Background: an optimization exercise with open tools, aiming at small area and a short achievable clock period. Do not read the settings as production practice. In this exercise RTL edits were held to simulation tests only and were not proved equivalent to the original.

==> design.v <==
`timescale 1ns / 1ps
module Inter_Prod #(parameter bits = 31)(
    input [bits:0] x, y, z,
    output [bits:0] s, c
    );
    assign s = x ^ y ^ z;
    assign c = (x & y) | (y & z) | (x & z);
endmodule
`timescale 1ns / 1ps
module Multiplier #(parameter N = 32, bits = N-1, prod = 2*bits+1)(
    input [bits:0] a, b,  
    output [prod:0] p  
    );
    wire [bits:0] c [bits:0];  
    wire [bits-1:0] s [bits:0];  
    Inter_Prod #(bits) ip0 (
        b[0] ? a : 0,
        0,
        0,
        {s[0], p[0]},
        c[0]
    );
    genvar i;
    generate
        for(i=1; i<=bits; i=i+1)
            Inter_Prod #(bits) ip (
                b[i] ? a : 0,
                {1'b0, s[i-1]},
                c[i-1],
                {s[i], p[i]},
                c[i]
            );
    endgenerate
    assign p[prod:prod-bits] = s[bits] + c[bits];        
endmodule
`timescale 1ns / 1ps
module Multiplier_Wrapper #(parameter N = 32, bits = N-1, prod = 2*bits+1)(
    input clk, rst,  
    input [bits:0] a_in, b_in,  
    output reg [prod:0] p  
    );
    reg [bits:0] a, b;  
    wire [prod:0] product;  
    always @ (posedge clk) begin 
        if(rst)  
            {a, b} <= {{N{1'b0}}, {N{1'b0}}};
        else begin  
            a <= a_in;
            b <= b_in;
            p <= product;
        end
    end
    Multiplier #(.N(N)) mul (
        .a(a),
        .b(b),
        .p(product)
    );
endmodule
==> run.sh <==
#!/bin/bash
# synth_recipe.tcl (not shown) runs the flow's synth.tcl, then flattens the netlist and writes it again
# the make line also repeats each setting of config.mk as NAME=value (left out here)
make -C /OpenROAD-flow-scripts/flow DESIGN_CONFIG=/design/flow/config.mk WORK_HOME=/design/flow/orfs CLKGATE_MAP_FILE= SYNTH_SCRIPT=/design/flow/synth_recipe.tcl finish
==> config.mk <==
export PLATFORM = sky130hd
export DESIGN_NAME = Multiplier_Wrapper
export DESIGN_NICKNAME = Multiplier_Wrapper
export VERILOG_FILES = /design/flow/design.v
export SDC_FILE = /design/flow/constraint.sdc
export NUM_CORES = 4
export LEC_CHECK = 0
export CAP_MARGIN = 20
export CORE_MARGIN = 2
export CORE_UTILIZATION = 40
export SLEW_MARGIN = 20
==> constraint.sdc <==
create_clock -name core_clock -period 19.5 [get_ports {clk}]
set_input_delay 3.9000 -clock core_clock [delete_from_list [all_inputs] [get_ports {clk}]]
set_output_delay 3.9000 -clock core_clock [all_outputs]
set_load 0.01 [all_outputs]
==> reports/metrics.yaml <==
status: "no timing/DRC/antenna violations"
required_ps: 19730
yosysWarnings: 2
synth-edff-count: 64
finalHoldViolations: 0
grt_pass1_wl_um: 91800
rsz0062_at_grt: "no"
core-area_um2: 78700
slew_viol_final: 0
portBuffers: 129
crit_path_top_delay_cell: "fa_1"
clkSlewWorstSetupHoldPaths_ps: 70
routed_wl_um: 52500
synthTopCellsByArea: "fa_1 59%, and2_1 18%, edfxtp_1 6.1%, dfxtp_1 4.0%, ha_1 2.4%"
overflow: 0
slowest_delay_ps: 590
synthXorXnorAreaFrac_pct: 0.745
dieWidth_um: 286
synth_compound_area_share_pct: 1.95
synth_top_family_by_area: "adder cells"
async_flop_share_pct: 0
yosys.area_share.simple_pct: 21.5
fin_crit_ps: 18810
antenna_cells: 0
synthMuxAreaShare_pct: 0
dieArea_um2: 81600
fin_cells: 3809
clock_latency_ps: 500
placed_cells: 3777
fin_worst_skew_ps: 27.8
start_util_pct: 40.3
yosys.area.top_type_share_pct: 58.7
synthDistinctLibCells: 44
start_kind: "flip-flop"
grt_pass1_vias: 21200
r2r_setup_slack_ps: 690
vias: 18600
drive_gt1_share_pct: 2.86
slew-limit-headroom_pct: 32.4
critical_path_arrival_ps: 19040
place.gp.congestion: 0.798
wire_per_inst_um: 13.8
fill_cells: 7422
setup_viol: 0
fin_hold_ws_ps: 871
synth.net_count: 3828
syn_to_final_growth_pct: 8.48
utilization_pct: 43.7
drt-initial-drc-count: 374
num_io_pins: 130
fmax_ghz: 0.0532
fin_area_um2: 34400
endpoint_kind: "flip-flop"
ys_seq_elements: 128
cts_max_path_buffers: 2
cts_sinks: 128
netlist_area_um2: 31700
placed_cell_area_um2: 33800
cts_tree: "done"
cp_common_cell: "fa_1"
nNetsFinal: 3805
fin_crit_sh_pct: 96.5
max_slew.worst_pin.slew_ps: 1010
dr.pass1.iters: 4
max_cap_violations: 0
synth-main-ff-cell: "edfxtp_1"
cts-root-buf: "clkbuf_16"
grt_usage_pct: 13.5
row_count: 103
hp-class: "flip-flop to flip-flop"
synth_area_per_cell_um2: 11.5
setup_tns_ps: 0
synth_seq_area_share_pct: 10.1
cts_made_buffers: 17
ant_nets: 0
synthCells: 2769
hpwlAfterDp_um: 47900
die_h_um: 286
via_per_inst: 4.89
grt_start_max_net_pins: 66
critPathKind: "flip-flop to flip-flop"
h-tree-depth: 4
drc_errors: 0
antenna_found_initial: 1
postCtsSetupBuffers: 0
yosysTopAreaCell: "fa_1"
worstPathMaxFanout: 31
synthAdderAreaFrac_pct: 61.2
==> placed cells by master (no fill, tap or decap), types with 8 or more instances in the layout <==
cell             count
a21o_1              13
nor2b_1             66
xnor2_1             14
xor2_1              13
clkdlybuf4s50_1    128
inv_1              183
and2_1             919
a21oi_1             32
dfxtp_1             60
ha_1                62
fa_1               931
o21ai_1              8
nand3_1              8
inv_6                8
clkbuf_16           17
nand2_1            124
edfxtp_1            64
buf_4               34
==> final timing paths <==
| path | depth (start not counted) | end | start |
|---|---|---|---|
| max | 43 | p[56]$_DFFE_PN_ | a[28]$_SDFF_PP0_ |
| min | 2 | p[0]$_SDFFCE_PN0N_ | a[0]$_SDFF_PP0_ |
| max reg2reg | 43 | p[56]$_DFFE_PN_ | a[28]$_SDFF_PP0_ |
| min reg2reg | 2 | p[0]$_SDFFCE_PN0N_ | a[0]$_SDFF_PP0_ |
==> registers in the layout, indices dropped and copies added (netlist names) <==
name  count
p        64
a        32
b        32
==> through the flow <==
step	setup WS (ps)
4_1_cts	165
5_1_grt	13.5
3_3_place_gp	539
6_report	690
3_5_place_dp	166
2_1_floorplan	1520
==> routing by layer <==
metal | share of wire, % | routed length, um | track usage (%) | up-vias
met5 | 0 | 0 | 0 | -
met4 | 1.3 | 670 | 3.29 | 0
met3 | 2.5 | 1310 | 2.03 | 42
met2 | 56 | 29600 | 26.4 | 176
met1 | 40 | 20800 | 15.2 | 10200
li1 | - | - | - | 8210
==> worst max-delay path: cells and delay by family (launching register included) <==
| family | cells | cell delay [ps] |
|---|---|---|
| adders and majority gates | 33 | 15810 |
| AOI/OAI and AO/OA | 7 | 1790 |
| DFF | 1 | 380 |
| buffers and inverters | 1 | 280 |
| and+or+nand+nor | 2 | 270 |
==> synthesized netlist by cell type, types with 2 or more instances <==
cell      instances
fa_1            931
and2_1          919
clkbuf_1        204
inv_1           184
nand2_1         124
nor2b_1          66
dfxtp_1          64
edfxtp_1         64
ha_1             62
a21oi_1          33
xnor2_1          14
a21o_1           13
xor2_1           13
nand3_1           8
o21ai_1           8
o21ai_0           7
and3_1            6
nor2_1            6
o211ai_1          5
a31oi_1           4
nand4_1           4
a21boi_1          2
a221oi_2          2
nand2b_1          2
nor4bb_1          2
o211ai_2          2
o21a_1            2
o31a_1            2
==> kinds of logic (layout without fill, tap and decap cells) <==
logic type,after synthesis,after routing
flops,128,128
simple gates,1142,1142
xor+xnor,27,27
buf+inv,388,378
fa+ha+maj,993,993
compound gates,91,91
==> final cells by class <==
| class | instances | area (um^2) | area share [%] |
|---|---|---|---|
| repair buffers | 162 | 1540 | 4.46 |
| inverters | 184 | 691 | 2.01 |
| multi-input cells | 2253 | 27100 | 78.7 |
| clock inverters | 15 | 171 | 0.498 |
| flip-flops and latches | 128 | 3210 | 9.32 |
| clock buffers | 17 | 425 | 1.24 |
| well taps | 1050 | 1310 | 3.81 |
==> timing repair <==
action,CTS,global route
hold endpoints to repair,0,0
resized for setup,0,4
endpoints found under the setup margin,0,10
hold buffers,0,0

==> what the ideal ports hide <==
How much do the figures lean on ideal ports? The routed layout below was timed once more, with nothing changed but the port constraints. Step 1, drivers: a clkbuf_16 drives clk and a buf_2 each remaining input, both assumed. Step 2 times the ports against the registers' clock, not the clock port: input delays grow and output delays shrink by t, the midpoint of the rising clock arrivals with the driver on. Slacks: ideal ports / drivers / drivers and shift; pairs: ideal ports / drivers.
t, ns: 0.546
setup slack, ns: 0.690 / 0.690 / 0.690
worst setup path at the end: register to register
latest minus earliest clock arrival (ns): 0.028 / 0.028
worst data-port slew with drivers (ns): 0.05
After both steps this run still meets setup and hold. The setup slack of this run moves by 0.000 ns with the drivers and by 0.000 ns with both steps.
